Background: an optimization exercise with open tools, aiming at small area. Do not read the settings as production practice. Function was checked by simulation only, so behaviour that the tests miss may differ from the original. Power figures rest on the tool's default switching activity, not on a simulated workload.

==> flow/design.v <==
`timescale 1ns / 1ps
module GenericCounter(	CLK,
						CE,
						RESET,
						ENABLE_IN,
						TRIGG_OUT,
						COUNT
						);
	parameter COUNTER_WIDTH = 4;
	parameter COUNTER_MAX = 9;
	input CLK;
	input CE;  
	input RESET;
	input ENABLE_IN;
	output reg TRIGG_OUT;
	output [COUNTER_WIDTH - 1 : 0] COUNT;
	reg [COUNTER_WIDTH - 1 : 0] Counter;
	always@ (posedge CLK) begin
		if (RESET)
			Counter <= 0;
		else if (CE) begin
			if(ENABLE_IN) begin
				if (Counter == COUNTER_MAX)
					Counter <= 0;
				else
					Counter <= Counter +1;
			end
		end
	end
	always@ (posedge CLK) begin
		if (RESET)
			TRIGG_OUT <= 0;
		else if (CE) begin
			if (ENABLE_IN && (Counter == COUNTER_MAX))
				TRIGG_OUT <= 1;
			else
				TRIGG_OUT <= 0;
		end
	end
	assign COUNT = Counter;
endmodule
`timescale 1ns / 1ps
module PRandomHorz(
        input CLK,
        input RESET,
        input CE,
		  output [7:0] OUT);
reg [7:0] lfsr;
wire d0,lfsr_equal;
assign OUT=lfsr;
xnor(d0,lfsr[7],lfsr[5],lfsr[4],lfsr[3]);
assign lfsr_equal = (lfsr == 8'h2D);
always @(posedge CLK) begin
    if(RESET) begin
        lfsr <= 0;
    end
    else begin
        if(CE)
            lfsr <= lfsr_equal ? 8'h0 : {lfsr[6:0],d0};
    end
end
endmodule
`timescale 1ns / 1ps
module PRandomVert(
        input CLK,
        input RESET,
        input CE,
		  output [6:0] OUT);
reg [6:0] lfsr;
wire d0,lfsr_equal;
assign OUT=lfsr;
xnor(d0,lfsr[6],lfsr[5]);
assign lfsr_equal = (lfsr == 7'h6A);
always @(posedge CLK) begin
    if(RESET) begin
        lfsr <= 0;
    end
    else begin
        if(CE)
            lfsr <= lfsr_equal ? 7'h0 : {lfsr[5:0],d0};
    end
end
endmodule
`timescale 1ns / 1ps
module RandomWrapper(
		input CLK,
		input RESET,
		input NEXT,
		input [1:0] MASTER_STATE,
		output [7:0] HORIZONTAL,
		output [6:0] VERTICAL
    );
wire [7:0] randhorz;
wire [6:0] randvert;
reg [7:0] horz;
reg [6:0] vert;
assign HORIZONTAL=horz;
assign VERTICAL=vert;
always @(posedge CLK) begin
	if(RESET) begin
        horz <= 30;
        vert <= 20;
    end
    else begin
        if(NEXT | (MASTER_STATE==2'b00)) begin
				if(randhorz<160 & randvert<120) begin
					horz <= randhorz;
					vert <= randvert;
				end else begin
					horz <= 80;
					vert <= 60;
				end
			end
    end
end
PRandomHorz PRHorz(
    .CLK(CLK),
    .RESET(RESET),
	 .CE(1'b1),
    .OUT(randhorz)
);
PRandomVert PRVert(
    .CLK(CLK),
    .RESET(RESET),
	 .CE(1'b1),
    .OUT(randvert)
);
endmodule
`timescale 1ns / 1ps
module MasterStateMachine(
    input RESET,
    input CLOCK,
    input [3:0] PUSH_BUTTONS,
    input [3:0] SCORE_IN,  
    output [1:0] STATE_OUT,
	 input SUICIDE_IN
    );
	 reg [1:0] CurrState;
	 reg [1:0] NextState;
	assign STATE_OUT = CurrState; 
always@(posedge CLOCK) begin
	if(RESET) begin
		CurrState <= 2'b00;  
	end 
	else begin
		CurrState <= NextState;
	end
end
always@(PUSH_BUTTONS or SCORE_IN or SUICIDE_IN or CurrState) begin
	case(CurrState)
		2'b00: begin  
			if(PUSH_BUTTONS)
				NextState <= 2'b01;  
			else
				NextState <= CurrState;			
		end
		2'b01: begin
			if(SCORE_IN == 10)
				NextState <= 2'b10;						
			else if(SUICIDE_IN)
				NextState <= 2'b11;
			else
				NextState <= CurrState;	
		end
		2'b10:  
			NextState <= CurrState;		
		2'b11:  
			NextState <= CurrState;
	endcase
end
endmodule
`timescale 1ns / 1ps
module NavigationStateMachine(
    input RESET,
    input CLOCK,
    input TICK,  
    input [3:0] PUSH_BUTTONS,
    output [1:0] STATE_OUT
    );
	 reg [1:0] CurrState;
	 reg [1:0] NextState;
	assign STATE_OUT = CurrState; 
always@(posedge CLOCK) begin
	if(RESET) begin
		CurrState <= 2'b00;  
	end 
	else if(TICK) begin
		CurrState <= NextState;
	end
end
always@(PUSH_BUTTONS or CurrState) begin
	case(CurrState)
		2'b00: begin  
			if(PUSH_BUTTONS[1])
				NextState <= 2'b01;  
			else if(PUSH_BUTTONS[2])
				NextState <= 2'b10;   
			else
				NextState <= CurrState;			
		end
		3'b01: begin  
			if(PUSH_BUTTONS[0])
				NextState <= 2'b00;  
			else if(PUSH_BUTTONS[3])
				NextState <= 2'b11;   
			else
				NextState <= CurrState;	
		end
		2'b10: begin  
			if(PUSH_BUTTONS[0])
				NextState <= 2'b00;  
			else if(PUSH_BUTTONS[3])
				NextState <= 2'b11;   
			else
				NextState <= CurrState;		
		end
		2'b11: begin  
			if(PUSH_BUTTONS[1])
				NextState <= 2'b01;  
			else if(PUSH_BUTTONS[2])
				NextState <= 2'b10;   
			else
				NextState <= CurrState;		
		end
	endcase
end
endmodule
`timescale 1ns / 1ps
module ScoreCounter(
		input CLK,
		input RESET,
		input GAMECLOCK,
		input REACHED_TARGET,
		output reg [3:0] CURRENT_SCORE
    );
reg enable;
reg TargetDelayed;
wire TargetRise = REACHED_TARGET & ~TargetDelayed;
always@(posedge CLK) begin
	if(RESET)
		TargetDelayed <= 0;
	else
		TargetDelayed <= REACHED_TARGET;
end
always@(posedge CLK) begin
	if(RESET) 
		CURRENT_SCORE <= 0;
	else if(TargetRise && enable) begin
		CURRENT_SCORE <= CURRENT_SCORE+1;
	end
end
always@(posedge CLK) begin
	if(RESET)
		enable <= 1;
	else if(TargetRise)
		enable <= 0;
	else if(GAMECLOCK)
		enable <= ~REACHED_TARGET;
end
endmodule
`timescale 1ns / 1ps
module Seg7Decoder(
    input [1:0] SEG_SELECT_IN,
    output reg [3:0] SEG_SELECT_OUT,
    input [3:0] BIN_IN,
    output reg [7:0] HEX_OUT,
    input DOT_IN
    );
	always@(SEG_SELECT_IN) begin
		case(SEG_SELECT_IN)
		2'b00 : SEG_SELECT_OUT <= 4'b1110 ;
		2'b01 : SEG_SELECT_OUT <= 4'b1101 ;
		2'b10 : SEG_SELECT_OUT <= 4'b1011 ;
		2'b11 : SEG_SELECT_OUT <= 4'b0111 ;	
		default: SEG_SELECT_OUT <= 4'b1111 ;
		endcase
	end
	always@(BIN_IN or DOT_IN) begin
		case(BIN_IN) 
		4'h0 : HEX_OUT[6:0] <= 7'b1000000;
		4'h1 : HEX_OUT[6:0] <= 7'b1111001;
		4'h2 : HEX_OUT[6:0] <= 7'b0100100;
		4'h3 : HEX_OUT[6:0] <= 7'b0110000;
		4'h4 : HEX_OUT[6:0] <= 7'b0011001;
		4'h5 : HEX_OUT[6:0] <= 7'b0010010;
		4'h6 : HEX_OUT[6:0] <= 7'b0000010;
		4'h7 : HEX_OUT[6:0] <= 7'b1111000;
		4'h8 : HEX_OUT[6:0] <= 7'b0000000;
		4'h9 : HEX_OUT[6:0] <= 7'b0011000;
		4'hA : HEX_OUT[6:0] <= 7'b0001000;
		4'hB : HEX_OUT[6:0] <= 7'b0000011;
		4'hC : HEX_OUT[6:0] <= 7'b1000110;
		4'hD : HEX_OUT[6:0] <= 7'b0100001;
		4'hE : HEX_OUT[6:0] <= 7'b0000110;
		4'hF : HEX_OUT[6:0] <= 7'b0001110;
		default: HEX_OUT[6:0] <= 7'b1111111;
		endcase
		HEX_OUT[7] <= ~DOT_IN;
	end
endmodule
`timescale 1ns / 1ps
module SnakeControl(
	 input CLK,
	 input RESET,
	 input GAMECLOCK,  
    input [9:0] ADDRH,
    input [8:0] ADDRV,
	 output reg [7:0] COLOUR,
	 output reg REACHED_TARGET,
	 input [1:0] MASTER_STATE,
	 input [1:0] NAVIGATION_STATE,
	 input [7:0] RAND_ADDRH,
	 input [6:0] RAND_ADDRV,
	 input [3:0] SCORE,
	 output reg SUICIDE,
	 output [7:0] DEBUG_OUT
    );
	 reg [6:0] ApplePositionH;
	 reg [5:0] ApplePositionV;
	 reg [12:0] SnakePosition14;
	 reg [12:0] SnakePosition13;
	 reg [12:0] SnakePosition12;
	 reg [12:0] SnakePosition11;
	 reg [12:0] SnakePosition10;
	 reg [12:0] SnakePosition9;
	 reg [12:0] SnakePosition8;
	 reg [12:0] SnakePosition7;
	 reg [12:0] SnakePosition6;
	 reg [12:0] SnakePosition5;
	 reg [12:0] SnakePosition4;
	 reg [12:0] SnakePosition3;
	 reg [12:0] SnakePosition2;
	 reg [12:0] SnakePosition1;
	 reg [12:0] SnakePosition;
	 wire [3:0] SNAKE_LEN;
	 assign SNAKE_LEN = SCORE +3'd5;
	 assign DEBUG_OUT = {RAND_ADDRH[0], RAND_ADDRV[0], 2'b00, SNAKE_LEN};	
	 always@(posedge CLK) begin
	 if (RESET) begin
		ApplePositionH <= 0;
		ApplePositionV <= 0;
		COLOUR <= 0;
		REACHED_TARGET <= 0;
	 end else if (MASTER_STATE == 1) begin
		if({RAND_ADDRH[7:1], 3'b111} <= 640)
			ApplePositionH <= RAND_ADDRH[7:1];
		else 
			ApplePositionH <= ~RAND_ADDRH[7:1];
		if({RAND_ADDRV[6:1], 3'b111} <= 480)
			ApplePositionV <= RAND_ADDRV[6:1];
		else 
			ApplePositionV <= ~RAND_ADDRV[6:1];
		if(REACHED_TARGET && 
			SnakePosition[6:0] == ApplePositionH && 
			SnakePosition[12:7] == ApplePositionV) begin
				ApplePositionH[6] <= ~ApplePositionH[6];
				ApplePositionV[5] <= ~ApplePositionV[5];
		end
		if(ADDRH > {ApplePositionH, 3'b000} && ADDRV > {ApplePositionV, 3'b000}
			&& ADDRH <= {ApplePositionH, 3'b111} &&  ADDRV <= {ApplePositionV, 3'b111})
				COLOUR <= 8'b00000111;
		else if (ADDRH > {SnakePosition[6:0], 3'b000} && ADDRV > {SnakePosition[12:7], 3'b000}
			&& ADDRH <= {SnakePosition[6:0], 3'b111} &&  ADDRV <= {SnakePosition[12:7], 3'b111})
			COLOUR <= 8'b11111111;
		else if (SNAKE_LEN >1 && ADDRH > {SnakePosition1[6:0], 3'b000} && ADDRV > {SnakePosition1[12:7], 3'b000}
			&& ADDRH <= {SnakePosition1[6:0], 3'b111} &&  ADDRV <= {SnakePosition1[12:7], 3'b111})
			COLOUR <= 8'b11111111;
		else if (SNAKE_LEN >2 && ADDRH > {SnakePosition2[6:0], 3'b000} && ADDRV > {SnakePosition2[12:7], 3'b000}
			&& ADDRH <= {SnakePosition2[6:0], 3'b111} &&  ADDRV <= {SnakePosition2[12:7], 3'b111})
			COLOUR <= 8'b11111111;
		else if (SNAKE_LEN >3 && ADDRH > {SnakePosition3[6:0], 3'b000} && ADDRV > {SnakePosition3[12:7], 3'b000}
			&& ADDRH <= {SnakePosition3[6:0], 3'b111} &&  ADDRV <= {SnakePosition3[12:7], 3'b111})
			COLOUR <= 8'b11111111;
		else if (SNAKE_LEN >4 && ADDRH > {SnakePosition4[6:0], 3'b000} && ADDRV > {SnakePosition4[12:7], 3'b000}
			&& ADDRH <= {SnakePosition4[6:0], 3'b111} &&  ADDRV <= {SnakePosition4[12:7], 3'b111})
			COLOUR <= 8'b11111111;
		else if (SNAKE_LEN >5 && ADDRH > {SnakePosition5[6:0], 3'b000} && ADDRV > {SnakePosition5[12:7], 3'b000}
			&& ADDRH <= {SnakePosition5[6:0], 3'b111} &&  ADDRV <= {SnakePosition5[12:7], 3'b111})
			COLOUR <= 8'b11111111;
		else if (SNAKE_LEN >6 && ADDRH > {SnakePosition6[6:0], 3'b000} && ADDRV > {SnakePosition6[12:7], 3'b000}
			&& ADDRH <= {SnakePosition6[6:0], 3'b111} &&  ADDRV <= {SnakePosition6[12:7], 3'b111})
			COLOUR <= 8'b11111111;
		else if (SNAKE_LEN >7 && ADDRH > {SnakePosition7[6:0], 3'b000} && ADDRV > {SnakePosition7[12:7], 3'b000}
			&& ADDRH <= {SnakePosition7[6:0], 3'b111} &&  ADDRV <= {SnakePosition7[12:7], 3'b111})
			COLOUR <= 8'b11111111;
		else if (SNAKE_LEN >8 && ADDRH > {SnakePosition8[6:0], 3'b000} && ADDRV > {SnakePosition8[12:7], 3'b000}
			&& ADDRH <= {SnakePosition8[6:0], 3'b111} &&  ADDRV <= {SnakePosition8[12:7], 3'b111})
			COLOUR <= 8'b11111111;
		else if (SNAKE_LEN >9 && ADDRH > {SnakePosition9[6:0], 3'b000} && ADDRV > {SnakePosition9[12:7], 3'b000}
			&& ADDRH <= {SnakePosition9[6:0], 3'b111} &&  ADDRV <= {SnakePosition9[12:7], 3'b111})
			COLOUR <= 8'b11111111;
		else if (SNAKE_LEN >10 && ADDRH > {SnakePosition10[6:0], 3'b000} && ADDRV > {SnakePosition10[12:7], 3'b000}
			&& ADDRH <= {SnakePosition10[6:0], 3'b111} &&  ADDRV <= {SnakePosition10[12:7], 3'b111})
			COLOUR <= 8'b11111111;
		else if (SNAKE_LEN >11 && ADDRH > {SnakePosition11[6:0], 3'b000} && ADDRV > {SnakePosition11[12:7], 3'b000}
			&& ADDRH <= {SnakePosition11[6:0], 3'b111} &&  ADDRV <= {SnakePosition11[12:7], 3'b111})
			COLOUR <= 8'b11111111;
		else if (SNAKE_LEN >12 && ADDRH > {SnakePosition12[6:0], 3'b000} && ADDRV > {SnakePosition12[12:7], 3'b000}
			&& ADDRH <= {SnakePosition12[6:0], 3'b111} &&  ADDRV <= {SnakePosition12[12:7], 3'b111})
			COLOUR <= 8'b11111111;
		else if (SNAKE_LEN >13 && ADDRH > {SnakePosition13[6:0], 3'b000} && ADDRV > {SnakePosition13[12:7], 3'b000}
			&& ADDRH <= {SnakePosition13[6:0], 3'b111} &&  ADDRV <= {SnakePosition13[12:7], 3'b111})
			COLOUR <= 8'b11111111;
		else if (SNAKE_LEN >14 && ADDRH > {SnakePosition14[6:0], 3'b000} && ADDRV > {SnakePosition14[12:7], 3'b000}
			&& ADDRH <= {SnakePosition14[6:0], 3'b111} &&  ADDRV <= {SnakePosition14[12:7], 3'b111})
			COLOUR <= 8'b11111111;
		else
			COLOUR <= 8'b01000000;
		if(SnakePosition[6:0] == ApplePositionH && SnakePosition[12:7] == ApplePositionV)
			REACHED_TARGET <= 1;
		else
			REACHED_TARGET <= 0;
	  end
	  if(RESET)
			SUICIDE <= 0;
	  else if(SNAKE_LEN > 1 && SnakePosition == SnakePosition1   || 
			SNAKE_LEN > 2 && SnakePosition == SnakePosition2   || 
			SNAKE_LEN > 3 && SnakePosition == SnakePosition3   || 
			SNAKE_LEN > 4 && SnakePosition == SnakePosition4   || 
			SNAKE_LEN > 5 && SnakePosition == SnakePosition5   ||
			SNAKE_LEN > 6 && SnakePosition == SnakePosition6   || 
			SNAKE_LEN > 7 && SnakePosition == SnakePosition7   ||
			SNAKE_LEN > 8 && SnakePosition == SnakePosition8   || 
			SNAKE_LEN > 9 && SnakePosition == SnakePosition9   ||
			SNAKE_LEN > 10 && SnakePosition == SnakePosition10 || 
			SNAKE_LEN > 11 && SnakePosition == SnakePosition11 ||
			SNAKE_LEN > 12 && SnakePosition == SnakePosition12 || 
			SNAKE_LEN > 13 && SnakePosition == SnakePosition13 ||
			SNAKE_LEN > 14 && SnakePosition == SnakePosition14)
			SUICIDE <= 1;
	  else
			SUICIDE <= 0;
	end
	always@(posedge CLK) begin
		if(RESET || (GAMECLOCK && MASTER_STATE == 0)) begin
			SnakePosition14 <= {7'b0010000, 6'b010000};
			SnakePosition13 <= {7'b0010000, 6'b010001};
			SnakePosition12 <= {7'b0010000, 6'b010010};
			SnakePosition11 <= {7'b0010000, 6'b010011};
			SnakePosition10 <= {7'b0010000, 6'b010100};
			SnakePosition9 <= {7'b0010000, 6'b010101};
			SnakePosition8 <= {7'b0010000, 6'b010110};
			SnakePosition7 <= {7'b0010000, 6'b010111};
			SnakePosition6 <= {7'b0010000, 6'b011000};
			SnakePosition5 <= {7'b0010000, 6'b011001};
			SnakePosition4 <= {7'b0010000, 6'b011010};
			SnakePosition3 <= {7'b0010000, 6'b011011};
			SnakePosition2 <= {7'b0010000, 6'b011100};
			SnakePosition1 <= {7'b0010000, 6'b011101};
			SnakePosition <= {7'b0010000, 6'b011110};
		end else if(GAMECLOCK && MASTER_STATE == 1) begin
			SnakePosition1 <= SnakePosition;
			SnakePosition2 <= SnakePosition1;
			SnakePosition3 <= SnakePosition2;
			SnakePosition4 <= SnakePosition3;
			SnakePosition5 <= SnakePosition4;
			SnakePosition6 <= SnakePosition5;
			SnakePosition7 <= SnakePosition6;
			SnakePosition8 <= SnakePosition7;
			SnakePosition9 <= SnakePosition8;
			SnakePosition10 <= SnakePosition9;
			SnakePosition11 <= SnakePosition10;
			SnakePosition12 <= SnakePosition11;
			SnakePosition13 <= SnakePosition12;
			SnakePosition14 <= SnakePosition13;
			case(NAVIGATION_STATE)
			2'b00: begin  
				SnakePosition[6:0] <= SnakePosition[6:0] + 1;  
			end
			3'b01: begin  
				SnakePosition[12:7] <= SnakePosition[12:7] + 1;  
			end
			2'b10: begin  
				if(SnakePosition[12:7] == 0)
					SnakePosition[12:7] <= 58;
				else
					SnakePosition[12:7] <= SnakePosition[12:7] - 1;  
			end
			2'b11: begin  
				if(SnakePosition[6:0] == 0)
					SnakePosition[6:0] <= 78;
				else
					SnakePosition[6:0] <= SnakePosition[6:0] - 1;  
			end
			endcase
			if(SnakePosition[6:0] > 78)
				SnakePosition[6:0] <= 0;
			if(SnakePosition[12:7] > 58)
				SnakePosition[12:7] <= 0;
		end
	 end
endmodule
`timescale 1ns / 1ps
module VGAControl(
    input CLK,
    input RESET,
    input CE,  
    output reg [9:0] ADDRH,
    output reg [8:0] ADDRV,
    input [7:0] CIN,
    output reg [7:0] COUT,
    output HS,
    output VS
    );
	parameter VertTimeToPulseWidthEnd 	= 10'd2;
	parameter VertTimeToBackPorchEnd	= 10'd31;
	parameter VertTimeToDisplayTimeEnd	= 10'd511;
	parameter VertTimeTofrontPorch		= 10'd521;
	parameter HorzTimeToPulseWidthEnd	= 10'd96;
	parameter HorzTimeToBackPorchEnd	= 10'd144;
	parameter HorzTimeToDisplayTimeEnd	= 10'd784;
	parameter HorzTimeToFrontPorchEnd	= 10'd800;
	wire HorTrigOut;
	wire [9:0] HorCount;
	GenericCounter #(.COUNTER_WIDTH(10),
					 .COUNTER_MAX(HorzTimeToFrontPorchEnd)
					)	CountHor (
					.CLK(CLK),
					.CE(CE),
					.RESET(RESET),
					.ENABLE_IN(1'b1),
					.COUNT(HorCount),
					.TRIGG_OUT(HorTrigOut) );
	wire [8:0] VerCount;
	GenericCounter #(.COUNTER_WIDTH(9),
					 .COUNTER_MAX(VertTimeTofrontPorch)
					)	CountVer (
					.CLK(CLK),
					.CE(CE),
					.RESET(RESET),
					.ENABLE_IN(HorTrigOut),
					.COUNT(VerCount)
				   );
	assign HS = (HorCount < HorzTimeToPulseWidthEnd) ? 0 : 1;
	assign VS = (VerCount < VertTimeToPulseWidthEnd) ? 0 : 1;
	always@(posedge CLK) begin
		if (RESET) begin
				ADDRH <= 10'd0;
				ADDRV <= 9'd0;
		end else if (!CE) begin
		end else if (HorzTimeToBackPorchEnd <= HorCount && HorCount < HorzTimeToDisplayTimeEnd &&
			VertTimeToBackPorchEnd <= VerCount && VerCount < VertTimeToDisplayTimeEnd) begin
				ADDRH <= HorCount - HorzTimeToBackPorchEnd;
				ADDRV <= VerCount - VertTimeToBackPorchEnd;
		 end else begin
				ADDRH <= 10'd0;
				ADDRV <= 9'd0;
		end
	end
	always@(posedge CLK) begin
		if (RESET)
				COUT <= 8'd0;
		else if (!CE) begin
		end else if (HorzTimeToBackPorchEnd <= HorCount && HorCount < HorzTimeToDisplayTimeEnd &&
			VertTimeToBackPorchEnd <= VerCount && VerCount < VertTimeToDisplayTimeEnd)
				COUT <= CIN;
		else
				COUT <= 8'd0;
	end
endmodule
`timescale 1ns / 1ps
module VGAWrapper(
    input CLK,
    input RESET,
	 input [1:0] MASTER_STATE,
    output [9:0] ADDRH,
    output [8:0] ADDRV,
    input [7:0] CIN,
    output[7:0] COUT,
    output HS,
    output VS
    );
	reg [7:0] Colour;
	reg CLK25;
	always@(posedge CLK)
		if(RESET)
			CLK25 <= 0;
		else
			CLK25 <= ~CLK25;
	VGAControl VGACtl (
					.CLK(CLK),
					.RESET(RESET),
					.CE(~CLK25),
					.ADDRH(ADDRH),
					.ADDRV(ADDRV),
					.CIN(Colour),
					.COUT(COUT),
					.HS(HS),
					.VS(VS)
					);
	always@(posedge CLK) begin
		if(RESET)
			Colour <= 0;
		else if(MASTER_STATE == 1)  
			Colour <= CIN;
		else if(MASTER_STATE == 2)  
			Colour <= 8'b00100000;
		else if(MASTER_STATE == 3)  
			Colour <= 8'b00000111;			
		else  
			Colour <= 0;
	end
endmodule
`timescale 1ns / 1ps
module Snake(
    input [3:0] PUSH_BUTTONS,
    input CLOCK,
    input RESET,
    output [7:0] COLOUR_OUT,
    output HS,
    output VS,
    output [3:0] SEG_SELECT,
    output [7:0] HEX_OUT,
	 output [7:0] LEDS  
	 );
	wire [1:0] MasterState;
	wire [1:0] NavState;
	wire [7:0] RandomAddrH;
	wire [6:0] RandomAddrV;	
	wire [9:0] AddrH;
	wire [8:0] AddrV;
	wire [7:0] Colour;
	wire ReachedTarget;		
	wire [3:0] Score;  
	wire Gameclock;
	wire Suicide;
	MasterStateMachine MasterSTM (
					.RESET(RESET),
					.CLOCK(CLOCK),
					.PUSH_BUTTONS(PUSH_BUTTONS),
					.SCORE_IN(Score),
					.STATE_OUT(MasterState),
					.SUICIDE_IN(Suicide)
					);
	NavigationStateMachine NavSTM (
					.RESET(RESET),
					.CLOCK(CLOCK),
					.TICK(Gameclock),
					.PUSH_BUTTONS(PUSH_BUTTONS),
					.STATE_OUT(NavState)
					);
  RandomWrapper RNDMWrp (
					.CLK(CLOCK),
					.RESET(RESET),
					.NEXT(ReachedTarget),
					.MASTER_STATE(MasterState),
					.HORIZONTAL(RandomAddrH),
					.VERTICAL(RandomAddrV)
					);
GenericCounter  #(
		.COUNTER_WIDTH(12), 
		.COUNTER_MAX(2999))
	GameSpeed(
		.CLK(CLOCK),
		.CE(1'b1),
		.RESET(RESET),
 		.ENABLE_IN(1'b1),
		.TRIGG_OUT(Gameclock)
);						
  SnakeControl SnakeCtl (
    				.CLK(CLOCK),
					.RESET(RESET),
					.GAMECLOCK(Gameclock),
					.ADDRH(AddrH),
					.ADDRV(AddrV),
					.COLOUR(Colour),
					.REACHED_TARGET(ReachedTarget),
					.MASTER_STATE(MasterState),
					.NAVIGATION_STATE(NavState),
					.RAND_ADDRH(RandomAddrH),
					.RAND_ADDRV(RandomAddrV),
					.DEBUG_OUT(LEDS),
					.SCORE(Score),
					.SUICIDE(Suicide)
					);
  VGAWrapper VGAWrp (
					.CLK(CLOCK),
					.RESET(RESET),
					.MASTER_STATE(MasterState),
					.ADDRH(AddrH),
					.ADDRV(AddrV),
					.CIN(Colour),
					.COUT(COLOUR_OUT),
					.HS(HS),
					.VS(VS)
					);
  ScoreCounter ScoreCnt(
					.CLK(CLOCK),
					.RESET(RESET),
					.GAMECLOCK(Gameclock),
					.REACHED_TARGET(ReachedTarget),
					.CURRENT_SCORE(Score)
					);
 Seg7Decoder Seg7Dec(
					.SEG_SELECT_IN(2'b00),
					.SEG_SELECT_OUT(SEG_SELECT),
					.BIN_IN(Score),
					.HEX_OUT(HEX_OUT),
					.DOT_IN(1'b0)
    );
endmodule
==> flow/run.sh <==
#!/bin/bash
# synth_recipe.tcl (not shown) runs the flow's synth.tcl, then flattens the netlist and writes it again
# the make line also repeats each setting of config.mk as NAME=value (left out here)
make -C /OpenROAD-flow-scripts/flow DESIGN_CONFIG=/design/flow/config.mk WORK_HOME=/design/flow/orfs CLKGATE_MAP_FILE= SYNTH_SCRIPT=/design/flow/synth_recipe.tcl finish
==> flow/config.mk <==
export PLATFORM = sky130hd
export DESIGN_NAME = Snake
export DESIGN_NICKNAME = Snake
export VERILOG_FILES = /design/flow/design.v
export SDC_FILE = /design/flow/constraint.sdc
export NUM_CORES = 4
export LEC_CHECK = 0
export CAP_MARGIN = 20
export CORE_MARGIN = 2
export CORE_UTILIZATION = 40
export SLEW_MARGIN = 20
==> flow/constraint.sdc <==
create_clock -name core_clock -period 10.0 [get_ports {CLOCK}]
set_input_delay 2.0000 -clock core_clock [delete_from_list [all_inputs] [get_ports {CLOCK}]]
set_output_delay 2.0000 -clock core_clock [all_outputs]
set_load 0.01 [all_outputs]
==> run notes <==
- IO Port Bufs: 28
- First-pass GRT wire length: 105,600 microns
- Routed WL per cell: 20.40 microns
- Worst-path clk slew: 0.06 ns
- Remaining antenna violation count after routing: 0
- #FFs+latches synth: 321
- Syn Inst Count: 2,694
- Critical Path RT: 8.00 ns
- Maxcap violations: 0
- Clock Skew: 0.03172 ns
- DRT iter0 DRCs: 1,532
- Final slew viol count: 0
- Total power: 2.897 mW
- Clk latency of the worst-skew pair: 0.60 ns
- CTS sink count: 321
- Most frequent cells in the layout: nand2_1 (400), dfxtp_1 (316), ha_1 (268)
- Final worst-path cycle share: 0.4791
- Initial Util: 0.4042
- Die area: 54,960 sq um
- Synth warnings: 13
- CP Max Fanout: 8
- DR vias: 19,110
- Tmin final: 4.791 ns
- Slew @ Worst Pin: 1.098 ns
- Mapped Avg Cell Area: 7.885 sq um
- Hold Slack: 0.4405 ns
- Final hold violations: 0
- Die height: 234.4 microns
- Initial antenna violation count: 2
- Dpl hpwl: 45,500 microns
- Drt pass-1 iters: 5
- Post-CTS setup buffers: 0
- Final setup fails: 0
- WS Path Type: flip-flop to output pin
- Post-synth ARST share: 0
- Post-placement worst setup slack: 5.733 ns
- R2R Path Start: VGAWrp.VGACtl.ADDRH[5]
- H-tree depth: 2
- Via density: 5.669
- Vias in the first global route: 18,260
- Hold_sp: GameSpeed.Counter[0]
- Worst Path Arrival: 2.79 ns
- CTS Buffer Depth: 3
- Status: finished clean
- Hold Path Class: flip-flop to flip-flop
- CP Launch Point: ScoreCnt.CURRENT_SCORE[0]
- Post-CTS Hold Fix Bufs: 0
- Die width: 234.4 microns
- Most common cell after layout, fill and taps aside: nand2_1
- TritonCTS Buffers: 39
- Total core area: 52,550 sq um
- Top-level I/O count: 36
- Share of cells above drive strength 1: 0.05145
- Slack of the critical path: 5.209 ns
- Max IR drop VDD: 0.1321 mV
- CTS tree: yes
- Setup TNS: 0 ns
- Crit end category: output pin
- Slew headroom: 0.2472
- Register area share after synthesis: 0.3025
- PwrDens: 123.8 nW/um^2
- Post-Route WL: 68,760 microns
- Nets@finish: 2,927
- Fmax: 208.7 MHz
- GRT overflow: 0
- Cell Area, Synth: 21,240 sq um
- Post-route DRC: 0
- FILL cells: 5,270
- Global Route Usage Sum: 0.2498
- Post-synth EDFFs: 0
- Largest net degree at the start of global routing: 102
- Ys flop type: dfxtp_1
- Root Buffer: clkbuf_16
- RSZ-0062 raised after global routing: false
- Antenna fix cells: 0
- Leakage: 9.792 nW
- Area grow syn2layout: 10.18%
- Row count: 84
- Number of gates resized after CTS: 0
- CP startpoint kind: flip-flop
- Gpl congestion: 0.9038
- Synth cell types: 77
==> final timing paths <==
kind	endpoint	slack, ns	cells past startpoint
setup / recovery	LEDS[2]	5.21	4
hold / removal	GameSpeed.Counter[0]	0.44	1
setup reg to reg	SnakeCtl.COLOUR[2]	6.35	10
hold reg to reg	GameSpeed.Counter[0]	0.44	1
==> routing by layer <==
metal | GRT usage | share of wire
met3 | 0.04130 | 0.067
met4 | 0.1024 | 0.045
met5 | 0 | 0.00036
met1 | 0.3196 | 0.43
met2 | 0.4170 | 0.46
==> state kept, by name, indices dropped and copies added (netlist names), 12 cells and up <==
name / count
SnakeCtl.SnakePosition10: 13
SnakeCtl.SnakePosition11: 13
SnakeCtl.SnakePosition12: 13
SnakeCtl.SnakePosition13: 13
SnakeCtl.SnakePosition14: 13
SnakeCtl.SnakePosition1: 13
SnakeCtl.SnakePosition2: 13
SnakeCtl.SnakePosition3: 13
SnakeCtl.SnakePosition4: 13
SnakeCtl.SnakePosition5: 13
SnakeCtl.SnakePosition6: 13
SnakeCtl.SnakePosition7: 13
SnakeCtl.SnakePosition8: 13
SnakeCtl.SnakePosition9: 13
SnakeCtl.SnakePosition: 13
GameSpeed.Counter: 12
==> cells by family after synthesis <==
family | Yosys count | synth area share
buf+inv | 395 | 0.07428
xor+xnor | 248 | 0.1035
other cells | 2 | 0.0003536
compound gates | 551 | 0.1595
mux | 7 | 0.003358
fa+ha+maj | 268 | 0.1579
simple gates | 902 | 0.1987
flops | 321 | 0.3025
==> critical path, stage by stage (launching register included) <==
cell	delay, ns
dfxtp_1	0.55
ha_1	0.36
xor2_2	0.40
inv_1	0.33
clkdlybuf4s50_1	0.57
==> power breakdown <==
group | leakage, nW | internal [mW] | total [mW] | switching, mW
combinational | 6.54 | 0.0361 | 0.104 | 0.0674
clock | 0.651 | 0.860 | 1.48 | 0.625
sequential | 2.60 | 1.29 | 1.31 | 0.0142
==> layout make-up <==
| class | count | area, sq um | share of cell area |
|---|---|---|---|
| Sequential cell | 321 | 6432 | 0.2748 |
| Tap cell | 688 | 860.8 | 0.03678 |
| Inverter | 240 | 900.9 | 0.03849 |
| Clock buffer | 48 | 1040 | 0.04443 |
| Timing Repair Buffer | 68 | 578.1 | 0.02470 |
| Clock inverter | 22 | 299.0 | 0.01278 |
| Multi-Input combinational cell | 1983 | 13290 | 0.5680 |
==> stage by stage <==
step,cell area (sq um),util,std cells
2_1_floorplan,21260,-,2699
3_3_place_gp,22060,0.4198,3300
3_5_place_dp,22060,0.4198,3300
4_1_cts,23400,0.4453,3370
5_1_grt,23400,0.4454,3370
6_report,23400,0.4454,3370
==> cell usage after synthesis, types with 4 or more instances <==
| master | count | share of area |
|---|---|---|
| nor4b_1 | 4 | 0.0016 |
| o211ai_1 | 60 | 0.021 |
| buf_1 | 23 | 0.0041 |
| nand3_1 | 56 | 0.013 |
| a211o_1 | 4 | 0.0016 |
| nor4_1 | 35 | 0.010 |
| and3_1 | 23 | 0.0068 |
| and2_1 | 12 | 0.0035 |
| and4_1 | 6 | 0.0025 |
| o32ai_1 | 8 | 0.0033 |
| o311ai_0 | 5 | 0.0021 |
| mux2i_1 | 6 | 0.0028 |
| nor3_1 | 46 | 0.011 |
| ha_1 | 268 | 0.16 |
| a221oi_1 | 4 | 0.0016 |
| o221ai_1 | 6 | 0.0025 |
| a2111oi_0 | 4 | 0.0016 |
| a211oi_1 | 23 | 0.0081 |
| o2111ai_1 | 7 | 0.0029 |
| a21oi_1 | 264 | 0.062 |
| clkbuf_1 | 100 | 0.018 |
| xnor2_1 | 120 | 0.049 |
| buf_4 | 13 | 0.0046 |
| o21ai_0 | 63 | 0.015 |
| nor3b_1 | 10 | 0.0035 |
| buf_2 | 16 | 0.0038 |
| nand2_1 | 401 | 0.071 |
| or2_2 | 11 | 0.0032 |
| inv_1 | 238 | 0.042 |
| dfxtp_1 | 321 | 0.30 |
| xor2_1 | 126 | 0.052 |
| o21a_1 | 4 | 0.0014 |
| nand3b_1 | 12 | 0.0042 |
| nor2b_1 | 30 | 0.0088 |
| nor2_1 | 148 | 0.026 |
| o22ai_1 | 20 | 0.0059 |
| nand2b_1 | 19 | 0.0056 |
| nand4_1 | 73 | 0.021 |
| or3_1 | 7 | 0.0021 |
| a311oi_1 | 5 | 0.0021 |
| a22oi_1 | 13 | 0.0046 |
| a21o_1 | 8 | 0.0028 |
| a31oi_1 | 17 | 0.0050 |

[separate check: timing with driven ports]
In the flow no input, the clock included, has a driving cell. The finished layout below was timed again as built, in two steps. Step 1: set_driving_cell puts a clkbuf_16 on CLOCK and a buf_2 on each other input, an assumption about the parent block. Step 2, shift: input delay + t, output delay - t, t = (earliest + latest rising clock arrival at the registers) / 2. This alone moves slack from input paths to output paths. a / b / c = no drivers / after step 1 / after step 2; a / b = the first two.
t (ns): 0.648
setup slack, ns: 5.209 / 5.146 / 5.722
hold WS [ns]: 0.441 / 0.441 / 0.441
worst register clock-pin slew, ns: 0.06 / 0.06
cell pins on the clock port's net: 1
After both steps setup and hold are still met in this run. For this run, drivers alone change the setup slack by -0.063 ns; drivers and shift together by +0.513 ns.
